This is an optimization exercise on Yosys and OpenROAD, whose aim is small area, not a production implementation. At most, simulation tests tie the RTL to the original design; equivalence was not proved. No functional check of the RTL was part of run 1. Power figures rest on the tool's default switching activity, not on a simulated workload.

==> design.v <==
module M0_Share1(
    i_in1,
    o_out1
);
input wire [0:15] i_in1;
output wire [0:15] o_out1;
assign o_out1[ 0] = i_in1[4] ^ i_in1[ 8] ^ i_in1[12];
assign o_out1[ 1] = i_in1[1] ^ i_in1[ 9] ^ i_in1[13];
assign o_out1[ 2] = i_in1[2] ^ i_in1[ 6] ^ i_in1[14];
assign o_out1[ 3] = i_in1[3] ^ i_in1[ 7] ^ i_in1[11];
assign o_out1[ 4] = i_in1[0] ^ i_in1[ 4] ^ i_in1[ 8];
assign o_out1[ 5] = i_in1[5] ^ i_in1[ 9] ^ i_in1[13];
assign o_out1[ 6] = i_in1[2] ^ i_in1[10] ^ i_in1[14];
assign o_out1[ 7] = i_in1[3] ^ i_in1[ 7] ^ i_in1[15];
assign o_out1[ 8] = i_in1[0] ^ i_in1[ 4] ^ i_in1[12];
assign o_out1[ 9] = i_in1[1] ^ i_in1[ 5] ^ i_in1[ 9];
assign o_out1[10] = i_in1[6] ^ i_in1[10] ^ i_in1[14];
assign o_out1[11] = i_in1[3] ^ i_in1[11] ^ i_in1[15];
assign o_out1[12] = i_in1[0] ^ i_in1[ 8] ^ i_in1[12];
assign o_out1[13] = i_in1[1] ^ i_in1[ 5] ^ i_in1[13];
assign o_out1[14] = i_in1[2] ^ i_in1[ 6] ^ i_in1[10];
assign o_out1[15] = i_in1[7] ^ i_in1[11] ^ i_in1[15];
endmodule
module M1_Share1(
    i_in1,
    o_out1
);
input wire [0:15] i_in1;
output wire [0:15] o_out1;
assign o_out1[ 0] = i_in1[0] ^ i_in1[ 4] ^ i_in1[ 8];
assign o_out1[ 1] = i_in1[5] ^ i_in1[ 9] ^ i_in1[13];
assign o_out1[ 2] = i_in1[2] ^ i_in1[10] ^ i_in1[14];
assign o_out1[ 3] = i_in1[3] ^ i_in1[ 7] ^ i_in1[15];
assign o_out1[ 4] = i_in1[0] ^ i_in1[ 4] ^ i_in1[12];
assign o_out1[ 5] = i_in1[1] ^ i_in1[ 5] ^ i_in1[ 9];
assign o_out1[ 6] = i_in1[6] ^ i_in1[10] ^ i_in1[14];
assign o_out1[ 7] = i_in1[3] ^ i_in1[11] ^ i_in1[15];
assign o_out1[ 8] = i_in1[0] ^ i_in1[ 8] ^ i_in1[12];
assign o_out1[ 9] = i_in1[1] ^ i_in1[ 5] ^ i_in1[13];
assign o_out1[10] = i_in1[2] ^ i_in1[ 6] ^ i_in1[10];
assign o_out1[11] = i_in1[7] ^ i_in1[11] ^ i_in1[15];
assign o_out1[12] = i_in1[4] ^ i_in1[ 8] ^ i_in1[12];
assign o_out1[13] = i_in1[1] ^ i_in1[ 9] ^ i_in1[13];
assign o_out1[14] = i_in1[2] ^ i_in1[ 6] ^ i_in1[14];
assign o_out1[15] = i_in1[3] ^ i_in1[ 7] ^ i_in1[11];
endmodule
module Mprime_cir(
    in,
    out
);
input wire [0:63] in;
output wire [0:63] out;
M0_Share1 m00_Share1(
    .i_in1 (in[0:15]),
    .o_out1 (out[0:15])
);
M1_Share1 m10_Share1(
    .i_in1 (in[16:31]),
    .o_out1 (out[16:31])
);
M1_Share1 m11_Share1(
    .i_in1 (in[32:47]),
    .o_out1 (out[32:47])
);
M0_Share1 m01_Share1(
    .i_in1 (in[48:63]),
    .o_out1 (out[48:63])
);
endmodule
module affine_2sh(
    in1,
    in2,
    out1,
    out2
);
parameter N=64;
input wire [N - 1 : 0] in1;
input wire [N - 1 : 0] in2;
output wire [N - 1 : 0] out1;
output wire [N - 1 : 0] out2;
genvar i;
generate
for (i=0; i<16; i= i + 1) begin : SHARE1
    affine_share1 sh1(
        .i_in1 (in1[3 + i * 4  : i * 4]),
        .o_out1 (out1[3 + i * 4  : i * 4])
    );
end
endgenerate
generate
for (i=0; i<16; i= i + 1) begin : SHARE2
    affine_share2 sh2(
        .i_in2 (in2[3 + i * 4  : i * 4]),
        .o_out2 (out2[3 + i * 4  : i * 4])
    );
end
endgenerate
endmodule
module affine_share1 (
    i_in1,
    o_out1
);        
    input wire [0:3] i_in1;
    output wire [0:3] o_out1;
    wire x1, w1, v1, u1;
    assign x1 = i_in1[0];
    assign w1 = i_in1[1];
    assign v1 = i_in1[2];
    assign u1 = i_in1[3];
    assign o_out1[3] = 1 ^ v1 ;
    assign o_out1[2] = u1 ^ v1 ^ w1 ;
    assign o_out1[1] = 1 ^ x1 ;
    assign o_out1[0] = w1 ;
endmodule
module affine_share2 (
    i_in2,
    o_out2
);         
    input wire [0:3] i_in2;
    output wire [0:3] o_out2;
    wire x2, w2, v2, u2;
    assign x2 = i_in2[0];
    assign w2 = i_in2[1];
    assign v2 = i_in2[2];
    assign u2 = i_in2[3];
    assign o_out2[3] = v2 ;
    assign o_out2[2] = u2 ^ v2 ^ w2 ;
    assign o_out2[1] = x2 ;
    assign o_out2[0] = w2 ;
endmodule
module inv_sr_2sh(
    in1,
    in2,
    out1,
    out2
);
    parameter N = 64;
    input wire [N - 1 : 0] in1;
    input wire [N - 1 : 0] in2;
    output wire [N - 1 : 0] out1;
    output wire [N - 1 : 0] out2;
    inv_sr_cir sh1(
        .in   (in1),
        .out (out1)
    );
    inv_sr_cir sh2(
        .in   (in2),
        .out (out2)
    );
endmodule
module inv_sr_cir(
    in,
    out
);
input wire [0 : 63] in;
output wire [0 : 63] out;
genvar  i;
generate
  for  ( i  =  0 ;  i  <  16 ;  i  =  i + 1 )
    begin  :  mix
       assign  out[((20*i) % 64):((20*i) % 64) + 3] = in[i*4 : i*4 + 3];
    end
endgenerate
endmodule
module mprime_cir_2sh(
    in1,
    in2,
    out1,
    out2
);
    parameter N = 64;
    input wire [N - 1 : 0] in1;
    input wire [N - 1 : 0] in2;
    output wire [N - 1 : 0] out1;
    output wire [N - 1 : 0] out2;
    Mprime_cir sh1(
        .in   (in1),
        .out (out1)
    );
    Mprime_cir sh2(
        .in   (in2),
        .out (out2)
    );
endmodule
module mux_cir(
    sel,
    a,
    b,
    out
);
parameter N = 64;
input wire sel;
input wire [N - 1 : 0] a;
input wire [N - 1 : 0] b;
output wire [N - 1 : 0] out;
assign out = sel? a : b;
endmodule
module mux_cir_2sh(
    sel,
    a1,
    a2,
    b1,
    b2,
    out1,
    out2
);
    parameter N = 64;
    input wire sel;
    input wire [N - 1 : 0] a1;
    input wire [N - 1 : 0] a2;
    input wire [N - 1 : 0] b1;
    input wire [N - 1 : 0] b2;
    output wire [N - 1 : 0] out1;
    output wire [N - 1 : 0] out2;
    mux_cir sh1(
        .sel (sel),
        .a   (a1),
        .b   (b1),
        .out (out1)
    );
    mux_cir sh2(
        .sel (sel),
        .a   (a2),
        .b   (b2),
        .out (out2)
    );
endmodule
module out_key_share_flip(
    in_key,
    out_key
);
input wire [63 : 0] in_key;
output wire [63 : 0] out_key;
assign out_key = {in_key[0], in_key[63 : 2], in_key[1] ^ in_key[63]};
endmodule
module s (
  in1,
  in2,
  out1,
  out2,
  out3,
  out4
);
    input wire [3:0] in1;
    input wire [3:0] in2;
    output wire [7:0] out1;
    output wire [7:0] out2;
    output wire [7:0] out3;
    output wire [7:0] out4;
    s_bit1 sb1_inst (
      .in1 (in1),
      .in2 (in2),
      .out (out1)
    );
    s_bit2 sb2_inst (
      .in1 (in1),
      .in2 (in2),
      .out (out2)
    );
    s_bit3 sb3_inst (
      .in1 (in1),
      .in2 (in2),
      .out (out3)
    );
    s_bit4 sb4_inst (
      .in1 (in1),
      .in2 (in2),
      .out (out4)
    );
endmodule
module s_bit1 (
  in1,
  in2,
  out
);
    input wire [3:0] in1;
    input wire [3:0] in2;
    output wire [7:0] out;
    wire x1, y1, z1, w1;
    wire x2, y2, z2, w2;
    assign x1 = in1[3];
    assign x2 = in2[3];
    assign y1 = in1[2];
    assign y2 = in2[2];
    assign z1 = in1[1];
    assign z2 = in2[1];
    assign w1 = in1[0];
    assign w2 = in2[0];
    s_bit1_sh1 s_bit11_inst (
      .w1 (w1),
      .z1 (z1),
      .y1 (y1),
      .x1 (x1),
      .out1 (out[0])
    );
    s_bit1_sh2 s_bit12_inst (
      .w2 (w2),
      .z2 (z2),
      .y1 (y1),
      .x1 (x1),
      .out2 (out[1])
    );
    s_bit1_sh3 s_bit13_inst (
      .y2 (y2),
      .z1 (z1),
      .w2 (w2),
      .x1 (x1),
      .out3 (out[2])
    );
    s_bit1_sh4 s_bit14_inst (
      .y2 (y2),
      .w1 (w1),
      .z2 (z2),
      .out4 (out[3])
    );
    s_bit1_sh5 s_bit15_inst (
      .x2 (x2),
      .w2 (w2),
      .y1 (y1),
      .z1 (z1),
      .out5 (out[4])
    );
    s_bit1_sh6 s_bit16_inst (
      .x2 (x2),
      .w1 (w1),
      .y1 (y1),
      .z2 (z2),
      .out6 (out[5])
    );
    s_bit1_sh7 s_bit17_inst (
      .x2 (x2),
      .y2 (y2),
      .w1 (w1),
      .z1 (z1),
      .out7 (out[6])
    );
    s_bit1_sh8 s_bit18_inst (
      .y2 (y2),
      .w2 (w2),
      .z2 (z2),
      .out8 (out[7])
    );
endmodule
module s_bit1_sh1 (
  w1,
  z1,
  y1,
  x1,
  out1
);
    input wire w1;
    input wire z1;
    input wire y1;
    input wire x1;
    output wire out1;
    assign out1 = 1'b1 ^ y1 ^ x1 ^ z1 & w1 ^ y1 & z1 ^ x1 & w1 ^ x1 & y1 ^ y1 & z1 & w1 ;
endmodule
module s_bit1_sh2 (
  w2,
  z2,
  y1,
  x1,
  out2
);
    input wire w2;
    input wire z2;
    input wire y1;
    input wire x1;
    output wire out2;
    assign out2 = z2 & w2 ^ y1 & z2 ^ x1 & w2 ^ y1 & z2 & w2 ;
endmodule
module s_bit1_sh3 (
  y2,
  z1,
  w2,
  x1,
  out3
);
    input wire y2;
    input wire z1;
    input wire w2;
    input wire x1;
    output wire out3;
    assign out3 = y2 ^ z1 & w2 ^ y2 & z1 ^ x1 & y2 ^ y2 & z1 & w2 ;
endmodule
module s_bit1_sh4 (
  y2,
  w1,
  z2,
  out4
);
    input wire y2;
    input wire w1;
    input wire z2;
    output wire out4;
    assign out4 = z2 & w1 ^ y2 & z2 ^ y2 & z2 & w1 ;
endmodule
module s_bit1_sh5 (
  x2,
  w2,
  y1,
  z1,
  out5
);
    input wire x2;
    input wire w2;
    input wire y1;
    input wire z1;
    output wire out5;
    assign out5 = x2 ^ x2 & w2 ^ x2 & y1 ^ y1 & z1 & w2 ;
endmodule
module s_bit1_sh6 (
  x2,
  w1,
  y1,
  z2,
  out6
);
    input wire x2;
    input wire w1;
    input wire y1;
    input wire z2;
    output wire out6;
    assign out6 = x2 & w1 ^ y1 & z2 & w1 ;
endmodule
module s_bit1_sh7 (
  x2,
  y2,
  w1,
  z1,
  out7
);
    input wire x2;
    input wire y2;
    input wire w1;
    input wire z1;
    output wire out7;
    assign out7 = x2 & y2 ^ y2 & z1 & w1 ;
endmodule
module s_bit1_sh8 (
  y2,
  w2,
  z2,
  out8
);
    input wire y2;
    input wire w2;
    input wire z2;
    output wire out8;
    assign out8 = y2 & z2 & w2 ;
endmodule
module s_bit2 (
  in1,
  in2,
  out
);
    input wire [3:0] in1;
    input wire [3:0] in2;
    output wire [7:0] out;
    wire x1, y1, z1, w1;
    wire x2, y2, z2, w2;
    assign x1 = in1[3];
    assign x2 = in2[3];
    assign y1 = in1[2];
    assign y2 = in2[2];
    assign z1 = in1[1];
    assign z2 = in2[1];
    assign w1 = in1[0];
    assign w2 = in2[0];
    s_bit2_sh1 s_bit21_inst (
      .w1 (w1),
      .z1 (z1),
      .y1 (y1),
      .x1 (x1),
      .out1 (out[0])
    );
    s_bit2_sh2 s_bit22_inst (
      .w2 (w2),
      .y1 (y1),
      .z2 (z2),
      .x1 (x1),
      .out2 (out[1])
    );
    s_bit2_sh3 s_bit23_inst (
      .y2 (y2),
      .w2 (w2),
      .z1 (z1),
      .x1 (x1),
      .out3 (out[2])
    );
    s_bit2_sh4 s_bit24_inst (
      .y2 (y2),
      .w1 (w1),
      .z2 (z2),
      .x1 (x1),
      .out4 (out[3])
    );
    s_bit2_sh5 s_bit25_inst (
      .x2 (x2),
      .z1 (z1),
      .y1 (y1),
      .w2 (w2),
      .out5 (out[4])
    );
    s_bit2_sh6 s_bit26_inst (
      .x2 (x2),
      .w1 (w1),
      .z2 (z2),
      .y1 (y1),
      .out6 (out[5])
    );
    s_bit2_sh7 s_bit27_inst (
      .x2 (x2),
      .y2 (y2),
      .w1 (w1),
      .z1 (z1),
      .out7 (out[6])
    );
    s_bit2_sh8 s_bit28_inst (
      .x2 (x2),
      .y2 (y2),
      .w2 (w2),
      .z2 (z2),
      .out8 (out[7])
    );
endmodule
module s_bit2_sh1 (
  w1,
  z1,
  y1,
  x1,
  out1
);
    input wire w1;
    input wire z1;
    input wire y1;
    input wire x1;
    output wire out1;
    assign out1 = 1'b1 ^ y1 & w1 ^ y1 & z1 ^ x1 & z1 ^ y1 & z1 & w1 ^ x1 & y1 & z1 ;
endmodule
module s_bit2_sh2 (
  w2,
  y1,
  z2,
  x1,
  out2
);
    input wire w2;
    input wire y1;
    input wire z2;
    input wire x1;
    output wire out2;
    assign out2 = y1 & w2 ^ y1 & z2 ^ x1 & z2 ^ y1 & z2 & w2 ^ x1 & y1 & z2 ;
endmodule
module s_bit2_sh3 (
  y2,
  w2,
  z1,
  x1,
  out3
);
    input wire y2;
    input wire w2;
    input wire z1;
    input wire x1;
    output wire out3;
    assign out3 = y2 & w2 ^ y2 & z1 ^ y2 & z1 & w2 ^ x1 & y2 & z1 ;
endmodule
module s_bit2_sh4 (
  y2,
  w1,
  z2,
  x1,
  out4
);
    input wire y2;
    input wire w1;
    input wire z2;
    input wire x1;
    output wire out4;
    assign out4 = y2 & w1 ^ y2 & z2 ^ y2 & z2 & w1 ^ x1 & y2 & z2 ;
endmodule
module s_bit2_sh5 (
  x2,
  z1,
  y1,
  w2,
  out5
);
    input wire x2;
    input wire z1;
    input wire y1;
    input wire w2;
    output wire out5;
    assign out5 = x2 & z1 ^ y1 & z1 & w2 ^ x2 & y1 & z1 ;
endmodule
module s_bit2_sh6 (
  x2,
  w1,
  z2,
  y1,
  out6
);
    input wire x2;
    input wire w1;
    input wire z2;
    input wire y1;
    output wire out6;
    assign out6 = x2 & z2 ^ y1 & z2 & w1 ^ x2 & y1 & z2 ;
endmodule
module s_bit2_sh7 (
  x2,
  y2,
  w1,
  z1,
  out7
);
    input wire x2;
    input wire y2;
    input wire w1;
    input wire z1;
    output wire out7;
    assign out7 = y2 & z1 & w1 ^ x2 & y2 & z1 ;
endmodule
module s_bit2_sh8 (
  x2,
  y2,
  w2,
  z2,
  out8
);
    input wire x2;
    input wire y2;
    input wire w2;
    input wire z2;
    output wire out8;
    assign out8 = y2 & z2 & w2 ^ x2 & y2 & z2 ;
endmodule
module s_bit3 (
  in1,
  in2,
  out
);
    input wire [3:0] in1;
    input wire [3:0] in2;
    output wire [7:0] out;
    wire x1, y1, z1, w1;
    wire x2, y2, z2, w2;
    assign x1 = in1[3];
    assign x2 = in2[3];
    assign y1 = in1[2];
    assign y2 = in2[2];
    assign z1 = in1[1];
    assign z2 = in2[1];
    assign w1 = in1[0];
    assign w2 = in2[0];
    s_bit3_sh1 s_bit31_inst (
      .w1 (w1),
      .z1 (z1),
      .y1 (y1),
      .x1 (x1),
      .out1 (out[0])
    );
    s_bit3_sh2 s_bit32_inst (
      .w2 (w2),
      .z2 (z2),
      .y1 (y1),
      .x1 (x1),
      .out2 (out[1])
    );
    s_bit3_sh3 s_bit33_inst (
      .y2 (y2),
      .z1 (z1),
      .w2 (w2),
      .x1 (x1),
      .out3 (out[2])
    );
    s_bit3_sh4 s_bit34_inst (
      .y2 (y2),
      .w1 (w1),
      .z2 (z2),
      .x1 (x1),
      .out4 (out[3])
    );
    s_bit3_sh5 s_bit35_inst (
      .x2 (x2),
      .w2 (w2),
      .z1 (z1),
      .y1 (y1),
      .out5 (out[4])
    );
    s_bit3_sh6 s_bit36_inst (
      .x2 (x2),
      .w1 (w1),
      .z2 (z2),
      .y1 (y1),
      .out6 (out[5])
    );
    s_bit3_sh7 s_bit37_inst (
      .x2 (x2),
      .y2 (y2),
      .w1 (w1),
      .z1 (z1),
      .out7 (out[6])
    );
    s_bit3_sh8 s_bit38_inst (
      .x2 (x2),
      .y2 (y2),
      .w2 (w2),
      .z2 (z2),
      .out8 (out[7])
    );
endmodule
module s_bit3_sh1 (
  w1,
  z1,
  y1,
  x1,
  out1
);
    input wire w1;
    input wire z1;
    input wire y1;
    input wire x1;
    output wire out1;
    assign out1 = w1 ^ x1 ^ z1 & w1 ^ x1 & w1 ^ x1 & z1 ^ x1 & z1 & w1 ^ x1 & y1 & z1 ;
endmodule
module s_bit3_sh2 (
  w2,
  z2,
  y1,
  x1,
  out2
);
    input wire w2;
    input wire z2;
    input wire y1;
    input wire x1;
    output wire out2;
    assign out2 = w2 ^ z2 & w2 ^ x1 & w2 ^ x1 & z2 ^ x1 & z2 & w2 ^ x1 & y1 & z2 ;
endmodule
module s_bit3_sh3 (
  y2,
  z1,
  w2,
  x1,
  out3
);
    input wire y2;
    input wire z1;
    input wire w2;
    input wire x1;
    output wire out3;
    assign out3 = z1 & w2 ^ x1 & z1 & w2 ^ x1 & y2 & z1 ;
endmodule
module s_bit3_sh4 (
  y2,
  w1,
  z2,
  x1,
  out4
);
    input wire y2;
    input wire w1;
    input wire z2;
    input wire x1;
    output wire out4;
    assign out4 = z2 & w1 ^ x1 & z2 & w1 ^ x1 & y2 & z2 ;
endmodule
module s_bit3_sh5 (
  x2,
  w2,
  z1,
  y1,
  out5
);
    input wire x2;
    input wire w2;
    input wire z1;
    input wire y1;
    output wire out5;
    assign out5 = x2 ^ x2 & w2 ^ x2 & z1 ^ x2 & z1 & w2 ^ x2 & y1 & z1 ;
endmodule
module s_bit3_sh6 (
  x2,
  w1,
  z2,
  y1,
  out6
);
    input wire x2;
    input wire w1;
    input wire z2;
    input wire y1;
    output wire out6;
    assign out6 = x2 & w1 ^ x2 & z2 ^ x2 & z2 & w1 ^ x2 & y1 & z2 ;
endmodule
module s_bit3_sh7 (
  x2,
  y2,
  w1,
  z1,
  out7
);
    input wire x2;
    input wire y2;
    input wire w1;
    input wire z1;
    output wire out7;
    assign out7 = x2 & z1 & w1 ^ x2 & y2 & z1 ;
endmodule
module s_bit3_sh8 (
  x2,
  y2,
  w2,
  z2,
  out8
);
    input wire x2;
    input wire y2;
    input wire w2;
    input wire z2;
    output wire out8;
    assign out8 = x2 & z2 & w2 ^ x2 & y2 & z2 ;
endmodule
module s_bit4 (
  in1,
  in2,
  out
);
    input wire [3:0] in1;
    input wire [3:0] in2;
    output wire [7:0] out;
    wire x1, y1, z1, w1;
    wire x2, y2, z2, w2;
    assign x1 = in1[3];
    assign x2 = in2[3];
    assign y1 = in1[2];
    assign y2 = in2[2];
    assign z1 = in1[1];
    assign z2 = in2[1];
    assign w1 = in1[0];
    assign w2 = in2[0];
    s_bit4_sh1 s_bit41_inst (
      .w1 (w1),
      .z1 (z1),
      .y1 (y1),
      .x1 (x1),
      .out1 (out[0])
    );
    s_bit4_sh2 s_bit42_inst (
      .w2 (w2),
      .z2 (z2),
      .y1 (y1),
      .x1 (x1),
      .out2 (out[1])
    );
    s_bit4_sh3 s_bit43_inst (
      .y2 (y2),
      .z1 (z1),
      .w2 (w2),
      .x1 (x1),
      .out3 (out[2])
    );
    s_bit4_sh4 s_bit44_inst (
      .y2 (y2),
      .w1 (w1),
      .z2 (z2),
      .x1 (x1),
      .out4 (out[3])
    );
    s_bit4_sh5 s_bit45_inst (
      .x2 (x2),
      .z1 (z1),
      .y1 (y1),
      .w2 (w2),
      .out5 (out[4])
    );
    s_bit4_sh6 s_bit46_inst (
      .x2 (x2),
      .w1 (w1),
      .y1 (y1),
      .z2 (z2),
      .out6 (out[5])
    );
    s_bit4_sh7 s_bit47_inst (
      .x2 (x2),
      .y2 (y2),
      .w1 (w1),
      .z1 (z1),
      .out7 (out[6])
    );
    s_bit4_sh8 s_bit48_inst (
      .x2 (x2),
      .y2 (y2),
      .w2 (w2),
      .z2 (z2),
      .out8 (out[7])
    );
endmodule
module s_bit4_sh1 (
  w1,
  z1,
  y1,
  x1,
  out1
);
    input wire w1;
    input wire z1;
    input wire y1;
    input wire x1;
    output wire out1;
    assign out1 = 1'b1 ^ z1 ^ x1 ^ y1 & z1 ^ x1 & y1 ^ y1 & z1 & w1 ^ x1 & z1 & w1 ^ x1 & y1 & w1 ;
endmodule
module s_bit4_sh2 (
  w2,
  z2,
  y1,
  x1,
  out2
);
    input wire w2;
    input wire z2;
    input wire y1;
    input wire x1;
    output wire out2;
    assign out2 = z2 ^ y1 & z2 ^ y1 & z2 & w2 ^ x1 & z2 & w2 ^ x1 & y1 & w2 ;
endmodule
module s_bit4_sh3 (
  y2,
  z1,
  w2,
  x1,
  out3
);
    input wire y2;
    input wire z1;
    input wire w2;
    input wire x1;
    output wire out3;
    assign out3 = y2 & z1 ^ x1 & y2 ^ y2 & z1 & w2 ^ x1 & z1 & w2 ^ x1 & y2 & w2 ;
endmodule
module s_bit4_sh4 (
  y2,
  w1,
  z2,
  x1,
  out4
);
    input wire y2;
    input wire w1;
    input wire z2;
    input wire x1;
    output wire out4;
    assign out4 = y2 & z2 ^ y2 & z2 & w1 ^ x1 & z2 & w1 ^ x1 & y2 & w1 ;
endmodule
module s_bit4_sh5 (
  x2,
  z1,
  y1,
  w2,
  out5
);
    input wire x2;
    input wire z1;
    input wire y1;
    input wire w2;
    output wire out5;
    assign out5 = x2 ^ x2 & y1 ^ y1 & z1 & w2 ^ x2 & z1 & w2 ^ x2 & y1 & w2 ;
endmodule
module s_bit4_sh6 (
  x2,
  w1,
  y1,
  z2,
  out6
);
    input wire x2;
    input wire w1;
    input wire y1;
    input wire z2;
    output wire out6;
    assign out6 = y1 & z2 & w1 ^ x2 & z2 & w1 ^ x2 & y1 & w1 ;
endmodule
module s_bit4_sh7 (
  x2,
  y2,
  w1,
  z1,
  out7
);
    input wire x2;
    input wire y2;
    input wire w1;
    input wire z1;
    output wire out7;
    assign out7 = x2 & y2 ^ y2 & z1 & w1 ^ x2 & z1 & w1 ^ x2 & y2 & w1 ;
endmodule
module s_bit4_sh8 (
  x2,
  y2,
  w2,
  z2,
  out8
);
    input wire x2;
    input wire y2;
    input wire w2;
    input wire z2;
    output wire out8;
    assign out8 = y2 & z2 & w2 ^ x2 & z2 & w2 ^ x2 & y2 & w2 ;
endmodule
module sbox_rmsk (
    in1,
    in2,
    in3,
    in4,
    in_rand,
    out1,
    out2,
    out3,
    out4
);
input wire [7 : 0] in1;
input wire [7 : 0] in2;
input wire [7 : 0] in3;
input wire [7 : 0] in4;
input wire [11 : 0] in_rand;
output wire [7 : 0] out1;
output wire [7 : 0] out2;
output wire [7 : 0] out3;
output wire [7 : 0] out4;
wire [2 : 0] r1;
wire [2 : 0] r2;
wire [2 : 0] r3;
wire [2 : 0] r4;
wire [2 : 0] r1_inv;
wire [2 : 0] r2_inv;
wire [2 : 0] r3_inv;
wire [2 : 0] r4_inv;
assign r1 = in_rand[2 : 0];
assign r2 = in_rand[5 : 3];
assign r3 = in_rand[8 : 6];
assign r4 = in_rand[11 : 9];
assign r1_inv = {r1[0],r1[1],r1[2]};
assign r2_inv = {r2[0],r2[1],r2[2]};
assign r3_inv = {r3[0],r3[1],r3[2]};
assign r4_inv = {r4[0],r4[1],r4[2]};
  assign out1 = {in1[7], in1[6:4] ^ r1, in1[3:1] ^ r1_inv, in1[0]};
  assign out2 = {in2[7], in2[6:4] ^ r2, in2[3:1] ^ r2_inv, in2[0]};
  assign out3 = {in3[7], in3[6:4] ^ r3, in3[3:1] ^ r3_inv, in3[0]};
  assign out4 = {in4[7], in4[6:4] ^ r4, in4[3:1] ^ r4_inv, in4[0]};
endmodule
module share_reg(
    i_clk,
    i_d,
    o_q
);
input wire i_clk;
input wire i_d;
output wire o_q;
reg state;
always @(posedge i_clk )
begin
        state <= i_d;
end
assign o_q = state;
endmodule
module sr_2sh(
    in1,
    in2,
    out1,
    out2
);
    parameter N = 64;
    input wire [N - 1 : 0] in1;
    input wire [N - 1 : 0] in2;
    output wire [N - 1 : 0] out1;
    output wire [N - 1 : 0] out2;
    sr_cir sh1(
        .in   (in1),
        .out (out1)
    );
    sr_cir sh2(
        .in   (in2),
        .out (out2)
    );
endmodule
module sr_cir(
    in,
    out
);
input wire [0 : 63] in;
output wire [0 : 63] out;
genvar  i;
generate
  for  ( i  =  0 ;  i  <  16 ;  i  =  i + 1 )
    begin  :  mix
       assign  out[((52*i) % 64):((52*i) % 64) + 3] = in[i*4 : i*4 + 3];
    end
endgenerate
endmodule
module xor_cir(
    a,
    b,
    out
);
parameter N = 64;
input wire [N - 1 : 0] a;
input wire [N - 1 : 0] b;
output wire [N - 1 : 0] out;
assign out = a ^ b;
endmodule
module xor_cir4(
    in1,
    in2,
    in3,
    in4,
    out
);
parameter N = 1;
input wire [N - 1 : 0] in1;
input wire [N - 1 : 0] in2;
input wire [N - 1 : 0] in3;
input wire [N - 1 : 0] in4;
output wire [N - 1 : 0] out;
  assign out = in1 ^ in2 ^ in3 ^ in4;
endmodule
module xor_cir_2sh(
    a1,
    a2,
    b1,
    b2,
    out1,
    out2
);
    parameter N = 64;
    input wire [N - 1 : 0] a1;
    input wire [N - 1 : 0] a2;
    input wire [N - 1 : 0] b1;
    input wire [N - 1 : 0] b2;
    output wire [N - 1 : 0] out1;
    output wire [N - 1 : 0] out2;
    xor_cir sh1(
        .a   (a1),
        .b   (b1),
        .out (out1)
    );
    xor_cir sh2(
        .a   (a2),
        .b   (b2),
        .out (out2)
    );
endmodule
module top_module_d11(
    i_clk,
    i_reset,
    i_start,
    i_load,
    i_enc_dec,
    i_pt1,
    i_pt2,
    i_key1,
    i_key2,
    i_r,
    o_ct1,
    o_ct2,
    o_done
);
input  i_start;
input  i_clk;
input  i_reset;
input  i_enc_dec;
input  i_load;
input  [191 : 0] i_r;
input  [63 : 0] i_pt1;
input  [63 : 0] i_pt2;
input  [127 : 0] i_key1;
input  [127 : 0] i_key2;
output wire [63 : 0] o_ct1;
output wire [63 : 0] o_ct2;
output wire o_done;
localparam [2:0] P_IDLE = 3'd0, P_W0 = 3'd1, P_SP = 3'd2, P_MX = 3'd3,
                 P_SRF = 3'd4, P_SRB = 3'd5, P_WT = 3'd6, P_BP = 3'd7;
reg [2:0] phase;
reg       hi;      
reg [2:0] rm;      
reg [4:0] cnt;
reg [3:0] c16;
reg [4:0] c17;
reg       dec;
reg       done_reg;
reg [3:0] s1 [0:15];    
reg [3:0] s2 [0:15];
reg [3:0] ka1 [0:15];   
reg [3:0] ka2 [0:15];
reg [3:0] kb1 [0:16];   
reg [3:0] kb2 [0:16];
wire idle  = (phase == P_IDLE);
wire ld    = idle & i_load;
reg  busy;              
wire sh    = ~(i_load & ~busy);
wire st_sp = (phase == P_SP);
wire st_bp = (phase == P_BP);
wire st_mx = (phase == P_MX);
wire st_sr = (phase == P_SRF) | (phase == P_SRB);
reg sr_big;
always @(*) begin
    case (cnt[3:0])
        4'd1, 4'd2, 4'd3: sr_big = 1'b1;
        4'd6:             sr_big = 1'b1;
        4'd7, 4'd11:      sr_big = (phase == P_SRF);
        4'd5, 4'd9:       sr_big = (phase == P_SRB);
        default:          sr_big = 1'b0;
    endcase
end
wire mx_h   = st_mx & (cnt[2:0] == 3'd0);
wire mx_big = st_mx & (cnt[2:0] != 3'd0) & (cnt[2:0] <= 3'd4);
wire mh_off = cnt[4] ^ cnt[3];
wire big    = st_sp | st_bp | mx_big | (st_sr & sr_big);
wire hi_rnd = hi;
wire r_first = ~hi & (rm == 3'd0);
wire r_last  = hi & (rm == 3'd0);
wire r_mid   = ~hi & (rm == 3'd5);
wire a_en   = hi_rnd & (st_sp | st_bp);
wire key_en = (st_sp & ~hi_rnd) | st_bp;
wire w_en   = (r_first & st_sp) | (r_last & st_bp);
wire use_kp = dec ^ hi;
wire align  = (c17 == 5'd16);
wire align16 = (c16 == 4'd15);
wire [2:0] rc_m = rm;
wire       rc_flip = hi_rnd ^ dec;
reg [3:0] rc_tab;
always @(*) begin
    case ({rc_m, c17[3:0]})
        7'd16: rc_tab = 4'h1;
        7'd17: rc_tab = 4'h3;
        7'd18: rc_tab = 4'h1;
        7'd19: rc_tab = 4'h9;
        7'd20: rc_tab = 4'h8;
        7'd21: rc_tab = 4'ha;
        7'd22: rc_tab = 4'h2;
        7'd23: rc_tab = 4'he;
        7'd25: rc_tab = 4'h3;
        7'd26: rc_tab = 4'h7;
        7'd28: rc_tab = 4'h7;
        7'd29: rc_tab = 4'h3;
        7'd30: rc_tab = 4'h4;
        7'd31: rc_tab = 4'h4;
        7'd32: rc_tab = 4'ha;
        7'd33: rc_tab = 4'h4;
        7'd35: rc_tab = 4'h9;
        7'd36: rc_tab = 4'h3;
        7'd37: rc_tab = 4'h8;
        7'd38: rc_tab = 4'h2;
        7'd39: rc_tab = 4'h2;
        7'd40: rc_tab = 4'h2;
        7'd41: rc_tab = 4'h9;
        7'd42: rc_tab = 4'h9;
        7'd43: rc_tab = 4'hf;
        7'd44: rc_tab = 4'h3;
        7'd45: rc_tab = 4'h1;
        7'd46: rc_tab = 4'hd;
        7'd49: rc_tab = 4'h8;
        7'd50: rc_tab = 4'h2;
        7'd51: rc_tab = 4'he;
        7'd52: rc_tab = 4'hf;
        7'd53: rc_tab = 4'ha;
        7'd54: rc_tab = 4'h9;
        7'd55: rc_tab = 4'h8;
        7'd56: rc_tab = 4'he;
        7'd57: rc_tab = 4'hc;
        7'd58: rc_tab = 4'h4;
        7'd59: rc_tab = 4'he;
        7'd60: rc_tab = 4'h6;
        7'd61: rc_tab = 4'hc;
        7'd62: rc_tab = 4'h8;
        7'd63: rc_tab = 4'h9;
        7'd64: rc_tab = 4'h4;
        7'd65: rc_tab = 4'h5;
        7'd66: rc_tab = 4'h2;
        7'd67: rc_tab = 4'h8;
        7'd68: rc_tab = 4'h2;
        7'd69: rc_tab = 4'h1;
        7'd70: rc_tab = 4'he;
        7'd71: rc_tab = 4'h6;
        7'd72: rc_tab = 4'h3;
        7'd73: rc_tab = 4'h8;
        7'd74: rc_tab = 4'hd;
        7'd76: rc_tab = 4'h1;
        7'd77: rc_tab = 4'h3;
        7'd78: rc_tab = 4'h7;
        7'd79: rc_tab = 4'h7;
        7'd80: rc_tab = 4'hb;
        7'd81: rc_tab = 4'he;
        7'd82: rc_tab = 4'h5;
        7'd83: rc_tab = 4'h4;
        7'd84: rc_tab = 4'h6;
        7'd85: rc_tab = 4'h6;
        7'd86: rc_tab = 4'hc;
        7'd87: rc_tab = 4'hf;
        7'd88: rc_tab = 4'h3;
        7'd89: rc_tab = 4'h4;
        7'd90: rc_tab = 4'he;
        7'd91: rc_tab = 4'h9;
        7'd93: rc_tab = 4'hc;
        7'd94: rc_tab = 4'h6;
        7'd95: rc_tab = 4'hc;
        default: rc_tab = 4'h0;
    endcase
end
reg [3:0] rc_alpha;
always @(*) begin
    case (c17[3:0])
        4'd0: rc_alpha = 4'hc;
        4'd1: rc_alpha = 4'h0;
        4'd2: rc_alpha = 4'ha;
        4'd3: rc_alpha = 4'hc;
        4'd4: rc_alpha = 4'h2;
        4'd5: rc_alpha = 4'h9;
        4'd6: rc_alpha = 4'hb;
        4'd7: rc_alpha = 4'h7;
        4'd8: rc_alpha = 4'hc;
        4'd9: rc_alpha = 4'h9;
        4'd10: rc_alpha = 4'h7;
        4'd11: rc_alpha = 4'hc;
        4'd12: rc_alpha = 4'h5;
        4'd13: rc_alpha = 4'h0;
        4'd14: rc_alpha = 4'hd;
        4'd15: rc_alpha = 4'hd;
        default: rc_alpha = 4'h0;
    endcase
end
wire [3:0] rc_nib = rc_tab ^ (rc_flip ? rc_alpha : 4'h0);
function [3:0] aff;    
    input [3:0] n;
    aff = {n[2], n[3], n[0] ^ n[1] ^ n[2], n[1]};
endfunction
wire [3:0] x1 = s1[0];
wire [3:0] x2 = s2[0];
wire [3:0] xa1 = a_en ? (aff(x1) ^ 4'b0101) : x1;
wire [3:0] xa2 = a_en ? aff(x2) : x2;
wire [3:0] kp1 = {ka1[15][0], ka1[0][3:1]} ^ {3'b0, (c17[3:0] == 4'd15) & ka1[1][3]};
wire [3:0] kp2 = {ka2[15][0], ka2[0][3:1]} ^ {3'b0, (c17[3:0] == 4'd15) & ka2[1][3]};
wire [3:0] w1 = use_kp ? kp1 : ka1[0];
wire [3:0] w2 = use_kp ? kp2 : ka2[0];
wire [3:0] xk1 = xa1 ^ (key_en ? (kb1[0] ^ rc_nib) : 4'b0) ^ (w_en ? w1 : 4'b0);
wire [3:0] xk2 = xa2 ^ (key_en ? kb2[0] : 4'b0) ^ (w_en ? w2 : 4'b0);
wire [7:0] so1, so2, so3, so4;
wire [7:0] sm1, sm2, sm3, sm4;
s SBOX (
    .in1 (xk1),
    .in2 (xk2),
    .out1 (so1),
    .out2 (so2),
    .out3 (so3),
    .out4 (so4)
);
sbox_rmsk RMSK (
    .in1 (so1),
    .in2 (so2),
    .in3 (so3),
    .in4 (so4),
    .in_rand (i_r[11 : 0]),
    .out1 (sm1),
    .out2 (sm2),
    .out3 (sm3),
    .out4 (sm4)
);
reg [7:0] p1, p2, p3, p4;
always @(posedge i_clk) begin
    p1 <= sm1;
    p2 <= sm2;
    p3 <= sm3;
    p4 <= sm4;
end
wire [3:0] c1 = {^p4[3:0], ^p3[3:0], ^p2[3:0], ^p1[3:0]};
wire [3:0] c2 = {^p4[7:4], ^p3[7:4], ^p2[7:4], ^p1[7:4]};
wire [3:0] lk1 = st_sp ? c1 : xk1;
wire [3:0] lk2 = st_sp ? c2 : xk2;
function [15:0] mhat;    
    input [15:0] x;
    input        off;
    reg [3:0] col [0:3];
    reg [3:0] t, y;
    integer r, b;
    begin
        col[0] = x[15:12]; col[1] = x[11:8]; col[2] = x[7:4]; col[3] = x[3:0];
        t = col[0] ^ col[1] ^ col[2] ^ col[3];
        for (r = 0; r < 4; r = r + 1) begin
            for (b = 0; b < 4; b = b + 1)
                y[3 - b] = t[3 - b] ^ col[(b - r - off) & 3][3 - b];
            mhat[15 - 4*r -: 4] = y;
        end
    end
endfunction
wire [15:0] my1 = mhat({s1[0], s1[1], s1[2], s1[3]}, mh_off);
wire [15:0] my2 = mhat({s2[0], s2[1], s2[2], s2[3]}, mh_off);
wire [3:0] ld4 = {4{ld}};
wire [3:0] sh4 = {4{sh}};
reg  [3:0] n1 [0:15];
reg  [3:0] n2 [0:15];
integer q;
always @(*) begin
    for (q = 0; q < 16; q = q + 1) begin
        if (mx_h && q < 4) begin
            n1[q] = my1[15 - 4*((q + 1) & 3) -: 4];
            n2[q] = my2[15 - 4*((q + 1) & 3) -: 4];
        end else if ((q & 3) != 3) begin
            n1[q] = s1[q + 1];
            n2[q] = s2[q + 1];
        end else if (!big) begin
            n1[q] = s1[q - 3];
            n2[q] = s2[q - 3];
        end else if (q != 15) begin
            n1[q] = s1[q + 1];
            n2[q] = s2[q + 1];
        end else begin
            n1[q] = lk1;
            n2[q] = lk2;
        end
    end
end
always @(posedge i_clk) begin
    for (q = 0; q < 16; q = q + 1) begin
        s1[q] <= ~((sh4 | i_pt1[63 - 4*q -: 4]) & (ld4 | n1[q]));
        s2[q] <= ~((sh4 | i_pt2[63 - 4*q -: 4]) & (ld4 | n2[q]));
    end
end
always @(posedge i_clk) begin
    for (q = 0; q < 16; q = q + 1) begin
        ka1[q] <= ~((sh4 | i_key1[127 - 4*q -: 4]) & (ld4 | ka1[(q + 1) & 15]));
        ka2[q] <= ~((sh4 | i_key2[127 - 4*q -: 4]) & (ld4 | ka2[(q + 1) & 15]));
        kb1[q] <= ~((sh4 | i_key1[63 - 4*q -: 4]) & (ld4 | kb1[q + 1]));
        kb2[q] <= ~((sh4 | i_key2[63 - 4*q -: 4]) & (ld4 | kb2[q + 1]));
    end
    kb1[16] <= kb1[0];
    kb2[16] <= kb2[0];
end
always @(posedge i_clk) begin
    if (ld) begin
        c16 <= 4'd0;
        c17 <= 5'd0;
        dec <= i_enc_dec;
    end else begin
        c16 <= c16 + 4'd1;
        c17 <= align ? 5'd0 : c17 + 5'd1;
    end
end
always @(posedge i_clk or posedge i_reset) begin
    if (i_reset) begin
        phase <= P_IDLE;
        done_reg <= 1'b0;
    end else begin
        done_reg <= 1'b0;
        case (phase)
            P_IDLE: if (!i_load && i_start) phase <= P_W0;
            P_W0:   if (align && align16) phase <= P_SP;
            P_SP:   if (cnt == 5'd16) begin
                        if (!hi_rnd) phase <= P_MX;
                        else if (align) phase <= P_BP;
                        else phase <= P_WT;
                    end
            P_MX:   if (cnt == 5'd31) begin
                        if (!hi && !r_mid) phase <= P_SRF;
                        else phase <= P_SP;
                    end
            P_SRF:  if (cnt == 5'd15) begin
                        if (align) phase <= P_SP;
                        else phase <= P_WT;
                    end
            P_SRB:  if (cnt == 5'd15) phase <= P_MX;
            P_WT:   if (cnt[1:0] == 2'd3 && align && (!r_last || align16))
                        phase <= hi_rnd ? P_BP : P_SP;
            P_BP:   if (cnt == 5'd15) begin
                        if (r_last) begin
                            phase <= P_IDLE;
                            done_reg <= 1'b1;
                        end else
                            phase <= P_SRB;
                    end
        endcase
    end
end
always @(posedge i_clk or posedge i_reset) begin
    if (i_reset)
        busy <= 1'b0;
    else if (!busy)
        busy <= i_start & ~i_load;
    else
        busy <= ~(st_bp & (cnt == 5'd15) & r_last);
end
wire phase_end = (st_sp & (cnt == 5'd16)) | (st_mx & (cnt == 5'd31)) |
                 ((st_sr | st_bp) & (cnt == 5'd15)) |
                 ((phase == P_WT) & (cnt[1:0] == 2'd3) & align & (!r_last || align16)) |
                 ((phase == P_W0) & align & align16);
always @(posedge i_clk) begin
    if (idle) begin
        cnt <= 5'd0;
        hi <= 1'b0;
        rm <= 3'd0;
    end else begin
        cnt <= phase_end ? 5'd0 : cnt + 5'd1;
        if (st_mx & (cnt == 5'd31) & r_mid)
            hi <= 1'b1;
        else if ((phase == P_SRF) & (cnt == 5'd15))
            rm <= rm + 3'd1;
        else if (st_bp & (cnt == 5'd15))
            rm <= rm - 3'd1;
    end
end
genvar g;
generate
for (g = 0; g < 16; g = g + 1) begin : OUT
    assign o_ct1[63 - 4*g -: 4] = s1[g];
    assign o_ct2[63 - 4*g -: 4] = s2[g];
end
endgenerate
assign o_done = done_reg;
endmodule
==> flow/run.sh <==
#!/bin/bash
set -euo pipefail
export BUFFER_PORTS_ARGS="-buffer_cell sky130_fd_sc_hd__buf_1"
bash standard.sh > standard.log 2>&1
==> standard.sh <==
#!/bin/bash
# synth_recipe.tcl (not shown) runs the flow's synth.tcl, then flattens the netlist and writes it again
# the make line also repeats each setting of config.mk as NAME=value (left out here)
make -C /OpenROAD-flow-scripts/flow DESIGN_CONFIG=/design/flow/config.mk WORK_HOME=/design/flow/orfs CLKGATE_MAP_FILE= SYNTH_SCRIPT=/design/flow/synth_recipe.tcl "${@:-finish}"
==> config.mk <==
export PLATFORM = sky130hd
export DESIGN_NAME = top_module_d11
export DESIGN_NICKNAME = top_module_d11
export VERILOG_FILES = /design/flow/design.v
export SDC_FILE = /design/flow/constraint.sdc
export NUM_CORES = 4
export LEC_CHECK = 0
export ABC_AREA = 1
export CAP_MARGIN = 20
export CORE_MARGIN = 2
export CORE_UTILIZATION = 40
export CTS_BUF_LIST = sky130_fd_sc_hd__clkbuf_4 sky130_fd_sc_hd__clkbuf_8
export CTS_CLUSTER_DIAMETER = 40
export CTS_CLUSTER_SIZE = 12
export SETUP_SLACK_MARGIN = 0.1
export SLEW_MARGIN = 20
==> constraint.sdc <==
create_clock -name core_clock -period 6.0 [get_ports {i_clk}]
set_input_delay 1.2000 -clock core_clock [delete_from_list [all_inputs] [get_ports {i_clk}]]
set_output_delay 1.2000 -clock core_clock [all_outputs]
set_load 0.01 [all_outputs]
==> impl_metrics.toml, run 1 <==
[logic_synthesis]
synth_top_area_share_pct = 51.7
ys.flop_type = "dfxtp_1"
synth_area_um2 = 17300
synth-async-reset-ratio_pct = 1.11
ys_top_cells_by_area = "dfxtp_1, o22ai_1, nand2_1, o21ai_0, inv_1"
synth_top_area_cell = "dfxtp_1"
syn_avg_cell_area_um2 = 8.63
synthCells = 2003
yosysWarnings = 11
ys_seq_area_share_pct = 52.6
synthDistinctLibCells = 47
synth_seq_cells = 452
syn-num-nets = 2610
synth_edf_count = 1

[clocking]
clockBufferDepth = 3
cts_tree = "done"
cts_made_buffers = 68
htreeDepth = 3
path_clk_slew_ps = 80
cts_root_buffer = "clkbuf_8"
clkSinkCount = 452
ctsResizeCount = 0
post_cts_buffers = 0
clock_latency_ps = 670
hold_buffers = 0

[global_route]
met2_usage_pct = 46.8
grt_antenna_before_repair = 7
met3_usage_pct = 8.44
use_met1_pct = 31.9
grt_max_degree = 193
grt_usage_pct = 28.3
busiest_layer = "met2"
gr-total-overflow = 0
grt_pass1_wl_um = 94900
grt_pass1_vias = 15800

[sta]
fmax_ghz = 0.256
finClkSkew_ps = 40.7
period_needed_ps = 3900
max-slew-margin-rel_pct = 34.5
finalHoldViolations = 0
rsz0062_at_grt = "no"
min_period_over_period_pct = 65.0
slew_violations = 0
tightestPinTransition_ps = 983
fin_tns_setup_ps = 0
finalSetupViolCount = 0

[placement]
port_buffers = 529
dp_hpwl_um = 49400
place_congestion = 0.931
place.detailed.instances = 3005

[cells_and_area]
final_cell_count_no_fill = 3127
nNetsFinal = 3097
final_layout_size_suffix_gt1_share_pct = 6.93
top_regs = "kb1 (68), kb2 (68)"
area_growth_pct = 22.4

[flow_run]
drv_cap = 0

[die]
coreArea_um2 = 42900
start_util_pct = 40.3
io_pins = 710
die_area_um2 = 44900
die-width_um = 212
rows = 76
die_y_um = 212

[critical_path]
cp.buffers_inverters = 2
arrival_ps = 4450
critPathLaunchType = "register"
cp_max_fo = 20
crit_slowest_cell = "dfxtp_1"
crit_path_frequent_cell = "nand2_1"
path_delay_family = "simple AND/OR/NAND/NOR gates"
worstPathRequired_ps = 6550
crit_path_cell_trace = "inv_1 > a21oi_1 > nand2_1 > nand2_1 > nand2_1 > o211ai_1 > nand2_1 > nand2_1 > nand4_1 > nand2_1 > inv_1 > ha_1 > xor2_1 > nand3b_1 > nand2_1 > o21ai_1 > nand2_1"
worst-setup-path-type = "register to register"
cpPeakStageDelay_ps = 790
end_kind = "register"

[status]
outcome = "finished clean"

[drt]
ant_nets = 0
vias = 16500
drcViolationCount = 0
wire_per_inst_um = 21.0
routed_via_density = 5.28
postRouteWirelength_um = 65600
first_pass_iters = 8
drtIter0Drc = 1281

[power]
ir_worst_vdd_v = 0.000409
p_per_area_nw_per_um2 = 715
power.leakage_nw = 8.71

[hold_path]
hold_class = "register to register"
-- worst paths after layout --
check,slack (ps),cells after the start,startpoint,end
hold reg to reg,360,0,kb2[0][2]$_DFF_P_,kb2[16][2]$_DFF_P_
hold / removal,360,0,kb2[0][2]$_DFF_P_,kb2[16][2]$_DFF_P_
setup reg to reg,2100,17,c17[3]$_SDFF_PP0_,p1[0]$_DFF_P_
setup / recovery,2100,17,c17[3]$_SDFF_PP0_,p1[0]$_DFF_P_
min in group asynchronous,480,2,i_reset,busy$_DFF_PP0_
max in group asynchronous,5290,2,i_reset,phase[1]$_DFFE_PP0P_
-- cells by family (layout without fill, tap and decap cells) --
logic type	count (synthesis)	in the layout	synth area share, %
flops	452	452	52.6
simple gates	531	531	13.0
fa+ha+maj	26	26	1.93
xor+xnor	88	88	4.77
other cells	0	2	0
buf+inv	289	826	6.68
compound gates	617	617	21.0
-- Yosys cell counts (6+ instances only) --
| cell | count |
|---|---|
| nand2_2 | 11 |
| o22ai_1 | 359 |
| buf_4 | 6 |
| nand3b_1 | 6 |
| clkbuf_1 | 99 |
| dfxtp_1 | 446 |
| xor2_1 | 54 |
| ha_1 | 25 |
| inv_2 | 11 |
| o21ai_0 | 149 |
| xnor2_1 | 30 |
| buf_2 | 8 |
| a21oi_1 | 65 |
| nor2_1 | 77 |
| inv_1 | 154 |
| nand3_1 | 79 |
| or2_2 | 8 |
| nand2_1 | 323 |
| o21ai_1 | 14 |
| o211ai_1 | 11 |
| nand4_1 | 12 |
-- layer usage --
layer | share of wire, % | vias up
met5 | 0.12 | -
met4 | 6.7 | 12
met3 | 8.6 | 170
met2 | 47 | 717
met1 | 38 | 7644
li1 | - | 7969
-- metrics by stage --
| stage | hold slack, ps | total power [mW] | utilization [%] | setup WS (ps) | instance area (µm²) |
|---|---|---|---|---|---|
| floorplan | 331 | 9.99 | - | 3220 | 17300 |
| detailed placement | 343 | 12.1 | 45.6 | 2140 | 19600 |
| finish | 362 | 15.1 | 49.3 | 2100 | 21100 |
| CTS | 365 | 15.1 | 49.3 | 2140 | 21100 |
| global route | 372 | 16.2 | 49.3 | 1710 | 21100 |
| global placement | 348 | 12.0 | 45.6 | 2160 | 19600 |
-- cell usage in the layout, fill, tap and decap left out, drive strengths merged, types with 13 or more instances in the layout --
cell	Yosys	layout
xnor2	33	33
xor2	55	55
inv	165	184
nand3	80	80
nand2	336	336
clkbuf	99	82
buf	22	538
o21ai	165	165
o22ai	359	359
dfxtp	446	446
nand4	13	13
a21oi	65	65
nor2	82	82
ha	25	25
-- area by class of cell --
type                    instances  area, µm²
repair buffers                538       2080
clock buffers                  82       1070
well taps                     585        732
multi-input cells            1262       7040
inverters                     168        638
flip-flops and latches        452       9080
diodes                          2       5.00
clock inverters                38        498
fillers                      4342      21700
-- power breakdown --
group | switching (mW) | leakage, nW | internal [mW]
Combinational | 4.19 | 4.10 | 2.34
Clock | 1.35 | 0.784 | 1.58
Sequential | 0.980 | 3.83 | 4.67
==> run 2: changes to the inputs <==
--- a/design.v
+++ b/design.v
@@ -1382,14 +1382,21 @@
     input [15:0] x;
     input        off;
     reg [3:0] col [0:3];
-    reg [3:0] t, y;
+    reg [3:0] p01, p23;
+    reg [3:0] ex [0:3];     
+    reg [3:0] y;
     integer r, b;
     begin
         col[0] = x[15:12]; col[1] = x[11:8]; col[2] = x[7:4]; col[3] = x[3:0];
-        t = col[0] ^ col[1] ^ col[2] ^ col[3];
+        p01 = col[0] ^ col[1];
+        p23 = col[2] ^ col[3];
+        ex[0] = col[1] ^ p23;
+        ex[1] = col[0] ^ p23;
+        ex[2] = col[3] ^ p01;
+        ex[3] = col[2] ^ p01;
         for (r = 0; r < 4; r = r + 1) begin
             for (b = 0; b < 4; b = b + 1)
-                y[3 - b] = t[3 - b] ^ col[(b - r - off) & 3][3 - b];
+                y[3 - b] = off ? ex[(b - r - 1) & 3][3 - b] : ex[(b - r) & 3][3 - b];
             mhat[15 - 4*r -: 4] = y;
         end
     end
--- a/config.mk
+++ b/config.mk
@@ -9,8 +9,8 @@
 export CAP_MARGIN = 20
 export CORE_MARGIN = 2
 export CORE_UTILIZATION = 40
-export CTS_BUF_LIST = sky130_fd_sc_hd__clkbuf_4 sky130_fd_sc_hd__clkbuf_8
-export CTS_CLUSTER_DIAMETER = 40
-export CTS_CLUSTER_SIZE = 12
+export CTS_BUF_LIST = sky130_fd_sc_hd__clkbuf_4
+export CTS_CLUSTER_DIAMETER = 45
+export CTS_CLUSTER_SIZE = 10
 export SETUP_SLACK_MARGIN = 0.1
 export SLEW_MARGIN = 20
==> impl_metrics.toml, run 2 <==
[die]
die_area_um2 = 44300
coreArea_um2 = 42000
io_pins = 710
rows = 75
start_util_pct = 40.6
die_y_um = 210
die-width_um = 210

[clocking]
cts_root_buffer = "clkbuf_4"
cts_tree = "done"
clock_latency_ps = 850
clockBufferDepth = 3
cts_made_buffers = 60
path_clk_slew_ps = 110
post_cts_buffers = 0
ctsResizeCount = 0
clkSinkCount = 452
hold_buffers = 0
htreeDepth = 2

[power]
netSwitchingFraction_pct = 44.9
p_seq_share_pct = 40.0
power.internal_mw = 7.87
p_per_area_nw_per_um2 = 709
power_mw = 14.3
ir_worst_vdd_v = 0.000264
power.leakage_nw = 8.13
switchingPower_mw = 6.41
pwr-share-clk_pct = 12.5
p_comb_share_pct = 47.5

[logic_synthesis]
ys_top_cells_by_area = "dfxtp_1, o22ai_1, nand2_1, xor2_1, o21ai_0"
synth_seq_cells = 452
synth_edf_count = 1
synth_top_area_share_pct = 52.4
yosysWarnings = 13
netlist_top_cells_count = "dfxtp_1, o22ai_1, nand2_1, inv_1, o21ai_0"
synthCells = 1908
synthDistinctLibCells = 45
synth_top_area_cell = "dfxtp_1"
ys_seq_area_share_pct = 53.3
synth.most_common_cell = "dfxtp_1"
syn-num-nets = 2515
syn_avg_cell_area_um2 = 8.93
synth-async-reset-ratio_pct = 1.11
ys.flop_type = "dfxtp_1"
synth_area_um2 = 17000

[cells_and_area]
nNetsFinal = 3002
top_regs = "kb1 (68), kb2 (68)"
final_layout_size_suffix_gt1_share_pct = 6.81
final_common_cell = "buf_1"
area_growth_pct = 18.1
mostFrequentLayoutCells = "buf_1, dfxtp_1, o22ai_1, nand2_1, inv_1"
nFillCells = 4247

[critical_path]
worst-setup-path-type = "register to register"
arrival_ps = 4590
cp_max_fo = 11
cpPeakStageDelay_ps = 570
crit_path_cell_trace = "inv_1 > ha_1 > nand2_1 > nand2_1 > nand2_1 > nand2_1 > nor2_1 > nand2_1 > nand2_1 > nand2_1 > nand2_1 > nand3_1 > nand2_1 > nand2_1 > inv_1 > ha_1 > nand2_1 > nand2_1 > nand2_1 > nand3_1 > nand2_1 > xor2_1"
crit_path_frequent_cell = "nand2_1"
crit_slowest_cell = "dfxtp_1"
worstPathRequired_ps = 6720
critPathLaunchType = "register"
end_kind = "register"

[sta]
tightestPinTransition_ps = 1030
slew_violations = 0
rsz0062_at_grt = "no"
fmax_ghz = 0.258
finalHoldViolations = 0
period_needed_ps = 3870
holdWs_ps = 258
fin_tns_setup_ps = 0
min_period_over_period_pct = 64.5
finalSetupViolCount = 0
max-slew-margin-rel_pct = 31.5
finClkSkew_ps = 57.8

[global_route]
grt_antenna_before_repair = 6
grt_usage_pct = 27.0
grt_pass1_vias = 15400
grt_max_degree = 245
gr-total-overflow = 0
grt_pass1_wl_um = 91600

[drt]
vias = 15900
drcViolationCount = 0
postRouteWirelength_um = 62200
wire_per_inst_um = 21.0
routed_via_density = 5.37
drtIter0Drc = 1051
ant_nets = 0
first_pass_iters = 6

[placement]
place_congestion = 0.919
dp_hpwl_um = 46600
port_buffers = 529

[flow_run]
drv_cap = 0

[hold_path]
hold_class = "primary input to asynchronous set/reset pin"

[status]
outcome = "finished clean"
run 2: cell count changes after synthesis, sizes merged, moves of 10 or more:
cell	previous run	this run
nand2	336	290
a21oi	65	55
o21ai	165	126
inv	165	135
xnor2	33	50
xor2	55	66
run 2: power groups by stage:
stage | Combinational (mW) | Sequential, mW | Clock [mW]
2_1_floorplan | 4.73 | 5.56 | 0
3_3_place_gp | 6.61 | 5.76 | 0
3_5_place_dp | 6.70 | 5.76 | 0
4_1_cts | 6.74 | 5.71 | 1.84
5_1_grt | 7.58 | 5.86 | 1.96
6_report | 6.78 | 5.71 | 1.79
run 2: per-layer routing:
metal | up-vias | track usage [%] | share of wire (%)
met1 | 7459 | 32.3 | 40
met4 | 4 | 14.6 | 5.6
met5 | - | 0 | 0.029
met3 | 133 | 7.03 | 7.7
met2 | 674 | 44.6 | 47
li1 | 7650 | - | -
run 2: final timing paths:
path	endpoint	startpoint	slack, ps	depth (start not counted)
hold / removal	busy$_DFF_PP0_	i_reset	260	2
setup reg to reg	p4[2]$_DFF_P_	c17[0]$_SDFF_PP0_	2130	22
min in group core_clock	kb1[16][2]$_DFF_P_	kb1[0][2]$_DFF_P_	360	0
setup / recovery	p4[2]$_DFF_P_	c17[0]$_SDFF_PP0_	2130	22
hold reg to reg	kb1[16][2]$_DFF_P_	kb1[0][2]$_DFF_P_	360	0
max in group asynchronous	done_reg$_DFF_PP0_	i_reset	5530	2
run 2: cell type report:
type                       count  area (µm²)  area share, %
inverter                     136         510           2.53
sequential                   452        9080           45.1
clock inverter                22         211           1.05
tap                          539         674           3.35
multi-input combinational   1203        6980           34.7
antenna                        4        10.0         0.0497
clock buffer                  69         518           2.57
timing repair buffer         542        2150           10.7
run 2: kinds of logic after synthesis:
family                   count (synthesis)  synth area share [%]
XOR/XNOR                               117                  6.22
AO/OA/AOI/OAI                          576                  20.2
adder cells (fa/ha/maj)                 26                  1.95
multiplexers                             2                 0.117
buffers and inverters                  253                  5.91
flip-flops                             452                  53.3
AND/OR/NAND/NOR                        482                  12.3
run 2: stage by stage:
stage / worst slack, ps / util (%) / instance area [µm²] / instances
final: 2130 / 47.9 / 20100 / 2967
after global routing: 1700 / 47.9 / 20100 / 2965
after CTS: 2140 / 47.8 / 20100 / 2962
after detailed placement: 2170 / 46.1 / 19400 / 2871
after global placement: 2110 / 46.1 / 19400 / 2871
after floorplan: 3230 / - / 17000 / 1908
run 2: critical path, delay by kind of cell (launching register included):
kind	cells	cell delay [ps]
xor gates and xnor gates	1	140
adders and majority gates	2	790
DFF	1	570
buffers and inverters	2	620
and+or+nand+nor	17	1650
==> run 3: changes to the inputs <==
--- a/design.v
+++ b/design.v
@@ -1180,7 +1180,7 @@
 output wire [63 : 0] o_ct1;
 output wire [63 : 0] o_ct2;
 output wire o_done;
-localparam [2:0] P_IDLE = 3'd0, P_W0 = 3'd1, P_SP = 3'd2, P_MX = 3'd3,
+localparam [2:0] P_IDLE = 3'd0, P_SP = 3'd2, P_MX = 3'd3,
                  P_SRF = 3'd4, P_SRB = 3'd5, P_WT = 3'd6, P_BP = 3'd7;
 reg [2:0] phase;
 reg       hi;      
@@ -1228,6 +1228,8 @@
 wire use_kp = dec ^ hi;
 wire align  = (c17 == 5'd16);
 wire align16 = (c16 == 4'd15);
+wire need16 = r_first | r_last;
+wire wt_end = (phase == P_WT) & align & (need16 ? align16 : (cnt[1:0] == 2'd3));
 wire [2:0] rc_m = rm;
 wire       rc_flip = hi_rnd ^ dec;
 reg [3:0] rc_tab;
@@ -1461,24 +1463,15 @@
     end else begin
         done_reg <= 1'b0;
         case (phase)
-            P_IDLE: if (!i_load && i_start) phase <= P_W0;
-            P_W0:   if (align && align16) phase <= P_SP;
-            P_SP:   if (cnt == 5'd16) begin
-                        if (!hi_rnd) phase <= P_MX;
-                        else if (align) phase <= P_BP;
-                        else phase <= P_WT;
-                    end
+            P_IDLE: if (!i_load && i_start) phase <= P_WT;
+            P_SP:   if (cnt == 5'd16) phase <= hi_rnd ? P_WT : P_MX;
             P_MX:   if (cnt == 5'd31) begin
                         if (!hi && !r_mid) phase <= P_SRF;
                         else phase <= P_SP;
                     end
-            P_SRF:  if (cnt == 5'd15) begin
-                        if (align) phase <= P_SP;
-                        else phase <= P_WT;
-                    end
+            P_SRF:  if (cnt == 5'd15) phase <= P_WT;
             P_SRB:  if (cnt == 5'd15) phase <= P_MX;
-            P_WT:   if (cnt[1:0] == 2'd3 && align && (!r_last || align16))
-                        phase <= hi_rnd ? P_BP : P_SP;
+            P_WT:   if (wt_end) phase <= hi_rnd ? P_BP : P_SP;
             P_BP:   if (cnt == 5'd15) begin
                         if (r_last) begin
                             phase <= P_IDLE;
@@ -1499,8 +1492,7 @@
 end
 wire phase_end = (st_sp & (cnt == 5'd16)) | (st_mx & (cnt == 5'd31)) |
                  ((st_sr | st_bp) & (cnt == 5'd15)) |
-                 ((phase == P_WT) & (cnt[1:0] == 2'd3) & align & (!r_last || align16)) |
-                 ((phase == P_W0) & align & align16);
+                 wt_end;
 always @(posedge i_clk) begin
     if (idle) begin
         cnt <= 5'd0;
--- a/config.mk
+++ b/config.mk
@@ -6,11 +6,11 @@
 export NUM_CORES = 4
 export LEC_CHECK = 0
 export ABC_AREA = 1
-export CAP_MARGIN = 20
+export CAP_MARGIN = 0
 export CORE_MARGIN = 2
 export CORE_UTILIZATION = 40
 export CTS_BUF_LIST = sky130_fd_sc_hd__clkbuf_4
 export CTS_CLUSTER_DIAMETER = 45
 export CTS_CLUSTER_SIZE = 10
 export SETUP_SLACK_MARGIN = 0.1
-export SLEW_MARGIN = 20
+export SLEW_MARGIN = 0
==> impl_metrics.toml, run 3 <==
[sta]
min_period_over_period_pct = 65.3
rsz0062_at_grt = "no"
finalHoldViolations = 0
max-slew-margin-rel_pct = 19.9
slew_violations = 0
period_needed_ps = 3920
finalSetupViolCount = 0
fmax_ghz = 0.255
tightestPinTransition_ps = 1200
finClkSkew_ps = 75.5
holdWs_ps = 356
fin_tns_setup_ps = 0

[die]
die_area_um2 = 44000
die-width_um = 210
io_pins = 710
start_util_pct = 40.5
die_y_um = 210
rows = 75
coreArea_um2 = 41900

[drt]
route.met2.wl_um = 30800
ant_nets = 0
top_layer = "met5"
first_pass_iters = 5
vias = 15900
drtIter0Drc = 1110
routed_via_density = 5.36
wl_met1_um = 25000
drcViolationCount = 0
wl_met3_um = 5390
postRouteWirelength_um = 65400
wire_per_inst_um = 22.1

[power]
netSwitchingFraction_pct = 39.5
pwr-share-clk_pct = 18.3
p_comb_share_pct = 33.9
power.leakage_nw = 8.22
switchingPower_mw = 3.79
ir_worst_vdd_v = 0.000210
power.internal_mw = 5.81
p_per_area_nw_per_um2 = 481
p_seq_share_pct = 47.8

[critical_path]
cpPeakStageDelay_ps = 720
crit_slowest_cell = "dfxtp_1"
worstRegToRegCells = 12
crit_path_cell_trace = "clkinv_1 > nand2_1 > a21oi_1 > o31ai_1 > nand3b_1 > nand3_1 > nand2_1 > nand2_1 > ha_1 > xor2_1 > xor2_1 > xor2_1"
arrival_ps = 4700
cp_max_fo = 17
r2r-start = "c17[2]$_SDFF_PP0_"
end_kind = "register"
reg2reg_to = "p1[0]$_DFF_P_"
path_delay_family = "simple AND/OR/NAND/NOR gates"
worstPathRequired_ps = 6790
critPathLaunchType = "register"
cp.buffers_inverters = 1
r2r_slack_ps = 2080
worst-setup-path-type = "register to register"

[status]
outcome = "finished clean"

[logic_synthesis]
synth.mux.area_fraction_pct = 0
syn-num-nets = 2511
synth_edf_count = 1
yosysWarnings = 13
synth_top_area_share_pct = 52.7
synth_top_family_by_area = "compound AO/OA/AOI/OAI gates"
synth-async-reset-ratio_pct = 1.11
synthDistinctLibCells = 47
ys_seq_area_share_pct = 53.6
synth_top_area_cell = "dfxtp_1"
ys_top_cells_by_area = "dfxtp_1, o22ai_1, nand2_1, xor2_1, o21ai_0"
synth-compound-area-share_pct = 20.0
synth-simple-area-share_pct = 13.1
synthCells = 1904
ys.flop_type = "dfxtp_1"
synthAdderAreaFrac_pct = 1.97
synth_seq_cells = 452
synth_area_um2 = 16900
synth_xor_area_share_pct = 5.98
netlist_top_cells_count = "dfxtp_1, o22ai_1, nand2_1, inv_1, clkbuf_1"
synth.most_common_cell = "dfxtp_1"
syn_avg_cell_area_um2 = 8.89

[cells_and_area]
top_regs = "kb1 (68), kb2 (68)"
seq_area_um2 = 9080
final_layout_size_suffix_gt1_share_pct = 5.47
final_cell_count_no_fill = 2959
post-route-util_pct = 47.7
nFillCells = 4258
mostFrequentLayoutCells = "buf_1, dfxtp_1, o22ai_1, nand2_1, inv_1"
nNetsFinal = 2997
multi_input_area_um2 = 6960
area_growth_pct = 18.0
final_common_cell = "buf_1"

[clocking]
cts_tree = "done"
path_clk_slew_ps = 110
ctsResizeCount = 0
clockBufferDepth = 3
htreeDepth = 2
post_cts_buffers = 0
hold_buffers = 0
cts_made_buffers = 59
clkSinkCount = 452
clock_latency_ps = 880
cts_root_buffer = "clkbuf_4"

[global_route]
grt_antenna_before_repair = 6
grt_pass1_vias = 15200
gr-total-overflow = 0
grt_usage_pct = 28.6
grt_pass1_wl_um = 94500
grt_max_degree = 108

[hold_path]
hold_class = "primary input to asynchronous set/reset pin"

[placement]
port_buffers = 529
dp_hpwl_um = 49300
place.detailed.instances = 2868
place_congestion = 0.938

[flow_run]
drv_cap = 0
run 3: cell types whose count changed in the layout (fill, tap and decap cells not counted), sizes merged, moves of 6 or more:
cell / delta
nand3: +8
o21ai: -21
a21oi: +10
o22ai: -11
clkinv: +6
nor2: -19
inv: -28
nand2: +40
o2bb2ai: +10
run 3: cells by family after synthesis:
kind of cell	Yosys count
AND/OR/NAND/NOR	517
buffers and inverters	234
AO/OA/AOI/OAI	562
flip-flops	452
XOR/XNOR	113
adder cells (fa/ha/maj)	26
run 3: metrics by stage:
stage,cell area [µm²],total power [mW],setup slack [ps]
after floorplan,16900,6.51,3170
after global placement,19300,7.81,2040
after detailed placement,19300,7.85,1960
after CTS,20000,9.64,2130
after global routing,20000,10.2,1840
final,20000,9.61,2080
run 3: cell type report:
cell class | count | share of cell area, %
Sequential cell | 452 | 45.5
Multi-Input combinational cell | 1218 | 34.8
Timing Repair Buffer | 542 | 10.6
Tap cell | 539 | 3.37
Clock buffer | 64 | 2.40
Inverter | 117 | 2.20
Clock inverter | 22 | 1.13
Antenna cell | 5 | 0.0626
run 3: how the worst max path moves through the flow:
| stage | start | endpoint | slack, ps | depth (start not counted) |
|---|---|---|---|---|
| floorplan | c17[0]$_SDFF_PP0_ | p3[1]$_DFF_P_ | 3170 | 18 |
| finish | c17[2]$_SDFF_PP0_ | p1[0]$_DFF_P_ | 2080 | 12 |
| detailed placement | i_load | rc_alpha[2]$_DFF_P_ | 1960 | 12 |
| global placement | i_load | rc_alpha[2]$_DFF_P_ | 2040 | 12 |
| CTS | c17[0]$_SDFF_PP0_ | p1[0]$_DFF_P_ | 2130 | 14 |
| global route | phase[2]$_DFFE_PP0P_ | s1[15][1]$_DFF_P_ | 1840 | 9 |
run 3: power groups by stage:
| stage | Sequential, mW | Clock, mW | Combinational [mW] |
|---|---|---|---|
| global route | 4.67 | 1.94 | 3.55 |
| detailed placement | 4.64 | 0 | 3.21 |
| finish | 4.59 | 1.76 | 3.25 |
| floorplan | 4.62 | 0 | 1.88 |
| global placement | 4.63 | 0 | 3.17 |
| CTS | 4.59 | 1.82 | 3.23 |
run 3: layer usage:
layer	GRT usage [%]	vias up
met5	0	-
met4	17.6	2
met3	8.35	131
met2	48.4	690
met1	31.9	7381
li1	-	7652

separate check: timing with driven ports:
In the flow no input, the clock included, has a driving cell. The finished layouts below were timed again as built, in two steps.
Step 1 sets driving cells, clkbuf_16 on the clock port and buf_2 on the other inputs (assumed; they add their load-dependent delay and slew).
Step 2 adds t to the input delays and takes it off the output delays; t is the mean of the earliest and latest rising clock arrival at the registers after step 1. Input paths then give back, and output paths get back, about the clock's delay inside the block.
a / b / c = no drivers / after step 1 / after step 2; a / b = the first two.
run	t (ns)	setup slack, ns	latest minus earliest clock arrival (ns)	worst slew at a driven data input, ns	pins driven straight from the clock port
run 1	0.698	2.099 / 2.099 / 2.099	0.043 / 0.043	0.10	1
run 2	0.879	2.131 / 2.131 / 2.131	0.065 / 0.065	0.11	1
run 3	0.891	2.084 / 2.084 / 1.919	0.089 / 0.089	0.10	1
After both steps setup and hold are still met in every run listed. The setup slack of run 3, which loses most, moves by 0.000 ns with the drivers and by -0.165 ns with both steps.
